This design comes from an exercise in tuning for small area on the open sky130 flow, not from production work.
At most, simulation tests tie the RTL to the original design; equivalence was not proved.
The clock port is modelled as an ideal driver, which makes a skipped or thinned clock tree look cheaper than it is; a real chip needs a root buffer or a tree.
No activity file was given, so power comes from the tool's default toggle rates.

main:
// i2s_to_tdm
module i2s_to_tdm
#(
	parameter G_BITS = 16
)(
	input wire in_mclk,
	input wire in_reset,
	input wire in_sclk,
	input wire in_fclk,
	input wire in_din,
	output wire out_sclk,
	output wire out_fclk,
	output wire out_dout
);
	wire [2*G_BITS-1 : 0] data;
	wire load;
	wire strobe;
	i2s_rx
	#(
		.G_BITS(G_BITS)
	)
	i2s (
		.in_mclk(in_mclk),
		.in_reset(in_reset),
		.in_sclk(in_sclk),
		.in_fclk(in_fclk),
		.in_din(in_din),
		.out_data(data),
		.out_load(load),
		.out_strobe(strobe)
	);
	tdm_tx
	#(
		.G_BITS(G_BITS)
	)
	tdm (
		.in_mclk(in_mclk),
		.in_reset(in_reset),
		.in_data(data),
		.in_load(load),
		.in_strobe(strobe),
		.out_sclk(out_sclk),
		.out_fclk(out_fclk),
		.out_dout(out_dout)
	);
endmodule
Size in the first run: roughly 8 I/O pins, roughly 0.0031 sq mm of cells after synthesis.
==> module i2s_rx, before the edit <==
module i2s_rx
#(
	parameter G_BITS = 16
)(
	input wire in_mclk,
	input wire in_reset,
	input wire in_sclk,
	input wire in_fclk,
	input wire in_din,
	output wire [2*G_BITS-1 : 0] out_data,
	output wire out_load,
	output reg  out_strobe
);
	reg sclk, sclk_q, fclk, din;
	reg fclk_int, fclk_int_q;
	reg active;
	reg [4:0] cnt;
	reg [2*G_BITS-1 : 0] data;    
	wire rise  = ~sclk_q & sclk;
	wire fedge = fclk_int ^ fclk_int_q;
	wire ffall = fclk_int_q & ~fclk_int;
	wire load  = active & ffall;
	wire wr    = rise & active & ~cnt[4];
	wire clr   = out_strobe | ~active | in_reset;
	wire hand  = out_strobe | ~active;
	assign out_load = hand;
	assign out_data = data;
	wire [2*G_BITS-1 : 0] sel = {{(2*G_BITS-1){1'b0}}, wr} << {~fclk_int_q, ~cnt[3:0]};
	wire [2*G_BITS-1 : 0] we = sel | {(2*G_BITS){clr}};
	wire wd = din & wr;
	integer k;
	always @(posedge in_mclk) begin
		sclk <= in_sclk & ~in_reset;
		sclk_q <= sclk;
		fclk <= in_fclk;
		din <= in_din;
		if (in_reset) begin
			fclk_int <= 1'b0;
			fclk_int_q <= 1'b0;
		end else begin
			if (rise)
				fclk_int <= fclk;
			fclk_int_q <= fclk_int;
		end
		active <= ~in_reset & (active | ffall);
		out_strobe <= ~in_reset & load;
		if (fedge)
			cnt <= 5'd0;
		else if (wr)
			cnt <= cnt + 5'd1;
		for (k = 0; k < 2*G_BITS; k = k + 1)
			if (we[k])
				data[k] <= ((k == 2*G_BITS-1) ? wd : wd & ~clr) ^ k[0] ^ 1'b1;
	end
endmodule
export LEC_CHECK = 0
export CAP_MARGIN = 0
export CORE_MARGIN = 2
export CORE_UTILIZATION = 85
export SLEW_MARGIN = 0
create_clock -name core_clock -period 81.38 [get_ports {in_mclk}]
standard.sh (not shown) runs the stock make flow with config.mk's settings and CLKGATE_MAP_FILE= SYNTH_SCRIPT=/design/flow/synth_recipe.tcl, a recipe that flattens the netlist after the stock synthesis.
==> flow/flow/run.sh <==
#!/bin/bash
# Own flow: the standard layout (unchanged synthesis, floorplan, power grid
# and tap cells, placement, routing), with these changes:
#  - port buffers of the smallest buffer,
#  - the buffers ABC put in during synthesis removed before placement, and
#    every other combinational cell given its smallest drive strength
#    (flow/downsize.tcl); placement's repair then sizes up what it must,
#  - the clock tree rebuilt after clock tree synthesis by flow/clock_tree.tcl:
#    the first of CLOCK_TREES (groups, buffer cell; smallest area first)
#    whose worst clock-pin slew is estimated at most CLOCK_SLEW_TARGET_PS,
#    each buffer driving the flip-flops of one part of the core.
# Every tool's output goes to the ORFS logs under orfs/logs; make's own
# output goes to standard.log here.
set -euo pipefail
export CTS_ARGS="-sink_clustering_enable -repair_clock_nets -dont_use_dummy_load"
export BUFFER_PORTS_ARGS="-buffer_cell sky130_fd_sc_hd__buf_1"
export REMOVE_ABC_BUFFERS=1
export POST_CTS_TCL="$PWD/flow/clock_tree.tcl"
export POST_FLOORPLAN_TCL="$PWD/flow/downsize.tcl"
export CLOCK_TREES="{2 sky130_fd_sc_hd__clkbuf_16} {4 sky130_fd_sc_hd__clkbuf_8} {3 sky130_fd_sc_hd__clkbuf_16} {5 sky130_fd_sc_hd__clkbuf_8} {6 sky130_fd_sc_hd__clkbuf_8} {4 sky130_fd_sc_hd__clkbuf_16} {7 sky130_fd_sc_hd__clkbuf_8} {8 sky130_fd_sc_hd__clkbuf_8} {10 sky130_fd_sc_hd__clkbuf_8} {12 sky130_fd_sc_hd__clkbuf_8}"
export CLOCK_ROOT_BUF=sky130_fd_sc_hd__clkbuf_4
export CLOCK_SLEW_TARGET_PS=115
bash standard.sh "CTS_ARGS=$CTS_ARGS" "BUFFER_PORTS_ARGS=$BUFFER_PORTS_ARGS" \
	"REMOVE_ABC_BUFFERS=$REMOVE_ABC_BUFFERS" "POST_CTS_TCL=$POST_CTS_TCL" \
	"POST_FLOORPLAN_TCL=$POST_FLOORPLAN_TCL" finish > standard.log 2>&1
Other scripts of this flow, unchanged in this note and not shown: flow/flow/clock_tree.tcl, flow/flow/downsize.tcl
## Diff of input files: the feature branch against main
==> flow/design.v, changed modules only <==
module i2s_rx
#(
	parameter G_BITS = 16
)(
	input wire in_mclk,
	input wire in_reset,
	input wire in_sclk,
	input wire in_fclk,
	input wire in_din,
	output wire [2*G_BITS-1 : 0] out_data,
	output wire out_load,
	output reg  out_strobe
);
	reg sclk, sclk_q, fclk, din;
	reg fclk_int, fclk_int_q;
	reg [4:0] cnt;
	wire active = ~(cnt[4] & cnt[0]);
	reg [2*G_BITS-1 : 0] data;    
	wire rise  = ~sclk_q & sclk;
	wire fedge = fclk_int ^ fclk_int_q;
	wire ffall = fclk_int_q & ~fclk_int;
	wire load  = active & ffall;
	wire wr    = rise & ~cnt[4];
	wire clr   = out_strobe | ~active | in_reset;
	wire hand  = out_strobe | ~active;
	assign out_load = hand;
	assign out_data = data;
	wire [2*G_BITS-1 : 0] sel = {{(2*G_BITS-1){1'b0}}, wr} << {~fclk_int_q, ~cnt[3:0]};
	wire [2*G_BITS-1 : 0] we = sel | {(2*G_BITS){clr}};
	wire wd = din & wr;
	integer k;
	always @(posedge in_mclk) begin
		sclk <= in_sclk & ~in_reset;
		sclk_q <= sclk;
		fclk <= in_fclk;
		din <= in_din;
		if (in_reset) begin
			fclk_int <= 1'b0;
			fclk_int_q <= 1'b0;
		end else begin
			if (rise)
				fclk_int <= fclk;
			fclk_int_q <= fclk_int;
		end
		out_strobe <= ~in_reset & load;
		if (in_reset) begin
			cnt[4] <= 1'b1;
			cnt[0] <= 1'b1;
		end else if (ffall | (fedge & active))
			cnt <= 5'd0;
		else if (wr)
			cnt <= cnt + 5'd1;
		for (k = 0; k < 2*G_BITS; k = k + 1)
			if (we[k])
				data[k] <= ((k == 2*G_BITS-1) ? wd : wd & ~clr) ^ k[0] ^ 1'b1;
	end
endmodule
Notes after the runs:
The utilization of the core after routing was comparable across the feature branch and main.
Changes observed in the feature branch relative to main: detail-routed net length per standard cell higher, post-synthesis instance area lower, first-pass GRT wire length higher.
On adder and majority gate portion of the synthesized area, the feature branch and main are neck and neck.
Summary — xor and xnor fraction of the mapped netlist area, the feature branch relative to main: higher, by 0.56 points.
main → the feature branch: routed wire length went up about 12%; met3 routed wirelength went up 21%; global-route usage went up 3.6 points; fraction of layout instances using a drive strength above 1 went up 1.0 points; sequential share of cell area went up 0.34 points.
As far as final critical-path share of the clock period is concerned, the feature branch and main perform about the same.
The RTL of the feature branch was laid out without a check of its function. No run of this note takes its clock network from TritonCTS; it comes from the design's own scripts or RTL.

========
== 01-09 ==
Another version of the RTL of i2s_to_tdm (not shown whole).
Size: ~210 cells after synthesis, roughly 8 I/O pins, roughly 3300 sq um of cells after synthesis.
==> module i2s_rx, before the edit <==
module i2s_rx
#(
	parameter G_BITS = 16
)(
	input wire in_mclk,
	input wire in_reset,
	input wire in_sclk,
	input wire in_fclk,
	input wire in_din,
	output wire [2*G_BITS-1 : 0] out_data,
	output wire out_load,
	output reg  out_strobe
);
	reg sclk, sclk_q, fclk, din;
	reg fclk_int, fclk_int_q;
	reg active;
	reg [4:0] cnt;
	reg [2*G_BITS-1 : 0] data;    
	wire rise  = ~sclk_q & sclk;
	wire fedge = fclk_int ^ fclk_int_q;
	wire ffall = fclk_int_q & ~fclk_int;
	wire load  = active & ffall;
	wire wr    = rise & active & ~cnt[4];
	wire clr   = load | ~active | in_reset;
	assign out_load = clr;
	assign out_data = data;
	wire [2*G_BITS-1 : 0] sel = {{(2*G_BITS-1){1'b0}}, wr} << {~fclk_int_q, ~cnt[3:0]};
	wire [2*G_BITS-1 : 0] we = sel | {(2*G_BITS){clr}};
	wire wd = din & ~clr;
	integer k;
	always @(posedge in_mclk) begin
		sclk <= in_sclk & ~in_reset;
		sclk_q <= sclk;
		fclk <= in_fclk;
		din <= in_din;
		if (in_reset) begin
			fclk_int <= 1'b0;
			fclk_int_q <= 1'b0;
		end else begin
			if (rise)
				fclk_int <= fclk;
			fclk_int_q <= fclk_int;
		end
		active <= ~in_reset & (active | ffall);
		out_strobe <= ~in_reset & load;
		if (fedge)
			cnt <= 5'd0;
		else if (wr)
			cnt <= cnt + 5'd1;
		for (k = 0; k < 2*G_BITS; k = k + 1)
			if (we[k])
				data[k] <= wd;
	end
endmodule
==> module tdm_tx, before the edit <==
module tdm_tx
#(
	parameter G_BITS = 16
)(
	input wire in_mclk,
	input wire in_reset,
	input wire [2*G_BITS-1 : 0] in_data,
	input wire in_load,
	input wire in_strobe,
	output reg out_sclk,
	output reg out_fclk,
	output reg out_dout
);
	reg [2*G_BITS-1 : 0] frame;
	reg sclk;
	reg pending;    
	reg saved;      
	wire fall = out_sclk;
	always @(posedge in_mclk) begin
		sclk <= ~in_reset & ~sclk;
		out_sclk <= ~in_reset & sclk;
		saved <= frame[2*G_BITS-1];
		if (in_load)
			frame <= in_data;
		else if (fall & ~pending & ~in_strobe)
			frame <= {frame[2*G_BITS-2 : 0], 1'b0};
		pending <= ~in_reset & (in_strobe | (pending & ~fall));
		if (in_reset) begin
			out_fclk <= 1'b0;
			out_dout <= 1'b0;
		end else if (fall) begin
			out_fclk <= pending;
			out_dout <= ~pending & saved;
		end
	end
endmodule
Settings: LEC_CHECK=0, CAP_MARGIN=20, CORE_MARGIN=2, CORE_UTILIZATION=40, SLEW_MARGIN=20; clock period 81.38 ns.
run.sh (not shown) runs the stock make flow with config.mk's settings and CLKGATE_MAP_FILE= SYNTH_SCRIPT=/design/flow/synth_recipe.tcl, a recipe that flattens the netlist after the stock synthesis.
Stock flow here: none of the scripts above is used.
The final layout from 01-09, which completed every stage, passed the timing, DRC and antenna checks at the end of the flow.
Input-level comparison between 11-08 and 01-09:
--- a/flow/design.v
+++ b/flow/design.v
@@ -15,18 +15,16 @@
 	reg fclk_int, fclk_int_q;
 	reg active;
 	reg [4:0] cnt;
-	reg [2*G_BITS-1 : 0] data;    
+	reg [G_BITS-1 : 0] left;
+	reg [G_BITS-1 : 0] right;
 	wire rise  = ~sclk_q & sclk;
 	wire fedge = fclk_int ^ fclk_int_q;
 	wire ffall = fclk_int_q & ~fclk_int;
 	wire load  = active & ffall;
 	wire wr    = rise & active & ~cnt[4];
-	wire clr   = load | ~active | in_reset;
-	assign out_load = clr;
-	assign out_data = data;
-	wire [2*G_BITS-1 : 0] sel = {{(2*G_BITS-1){1'b0}}, wr} << {~fclk_int_q, ~cnt[3:0]};
-	wire [2*G_BITS-1 : 0] we = sel | {(2*G_BITS){clr}};
-	wire wd = din & ~clr;
+	wire clr   = load | ~active;
+	assign out_load = load;
+	assign out_data = {left, right};
 	integer k;
 	always @(posedge in_mclk) begin
 		sclk <= in_sclk & ~in_reset;
@@ -47,9 +45,17 @@
 			cnt <= 5'd0;
 		else if (wr)
 			cnt <= cnt + 5'd1;
-		for (k = 0; k < 2*G_BITS; k = k + 1)
-			if (we[k])
-				data[k] <= wd;
+		for (k = 0; k < G_BITS; k = k + 1) begin
+			if (wr && cnt[3:0] == G_BITS-1-k) begin
+				if (fclk_int_q)
+					right[k] <= din;
+				else
+					left[k] <= din;
+			end else if (clr) begin
+				left[k] <= 1'b0;
+				right[k] <= 1'b0;
+			end
+		end
 	end
 endmodule
 module tdm_tx
@@ -68,6 +74,7 @@
 	reg [2*G_BITS-1 : 0] frame;
 	reg sclk;
 	reg pending;    
+	reg zero;       
 	reg saved;      
 	wire fall = out_sclk;
 	always @(posedge in_mclk) begin
@@ -79,12 +86,13 @@
 		else if (fall & ~pending & ~in_strobe)
 			frame <= {frame[2*G_BITS-2 : 0], 1'b0};
 		pending <= ~in_reset & (in_strobe | (pending & ~fall));
+		zero <= in_reset | (zero & ~in_strobe);
 		if (in_reset) begin
 			out_fclk <= 1'b0;
 			out_dout <= 1'b0;
 		end else if (fall) begin
 			out_fclk <= pending;
-			out_dout <= ~pending & saved;
+			out_dout <= ~pending & ~zero & (in_strobe ? saved : frame[2*G_BITS-1]);
 		end
 	end
 endmodule
### Flow results
- 11-08 was carried through to the last stage, and its layout satisfied the timing, DRC and antenna checks.
- 01-09: done, clean on timing, DRC and antenna
- Compared 11-08 vs 01-09, and area occupied by multi-input gates is up in 11-08.
- The wire length of the first global-routing pass reported for 11-08 is greater than that of 01-09 by about 23%.
- Of 01-09 and 11-08, the higher routed via count divided by cell count belongs to 11-08.
- Clock period minus final worst setup slack in 11-08 vs 01-09: down 980 ps
- Cmp 01-09 and 11-08 / total detailed-routing wirelength / lower: 01-09
- 11-08 — initial cell density of the core 0.66 points lower, 01-09 as reference
- Delta (11-08 minus 01-09): fraction of the core area covered by cells at the end of the flow dropped 1.5 points, achievable clock frequency went up.
- Summary of 11-08 over 01-09: clock buffer count shows an increase of 4; net switching power shows an increase of 0.31 uW; highest net fanout along the worst path shows a reduction of 61; cell area after layout shows an increase of 8.2%.
- 11-08 — largest net degree at the start of global routing about 50% lower, 01-09 as reference
- 11-08 vs 01-09, relative slew slack went up by 17 points.

==> static timing again, ports no longer ideal <==
No port has a modelled driver above. Below, the same layouts with a new extraction and two added sets of constraints.
Step 1: set_driving_cell puts a clkbuf_16 on in_mclk and a buf_2 on each other input, an assumption about the parent block.
Step 2 times the ports against the registers' clock, not the clock port: input delays grow and output delays shrink by t, the midpoint of the rising clock arrivals with the driver on.
Slacks: ideal ports / drivers / drivers and shift; pairs: ideal ports / drivers.
run	t (ns)	slack for setup (ns)	latest minus earliest clock arrival (ns)
main	0.216	63.296 / 63.320 / 63.104	0.005 / 0.004
the feature branch	0.220	63.188 / 63.225 / 63.005	0.006 / 0.006
01-09	0.370	62.782 / 62.789 / 62.419	0.008 / 0.008
11-08	0.377	63.762 / 63.730 / 64.107	0.009 / 0.008
After both steps every run listed still meets setup and hold. For 01-09, which loses most, drivers alone change the setup slack by +0.007 ns; drivers and shift together by -0.363 ns.
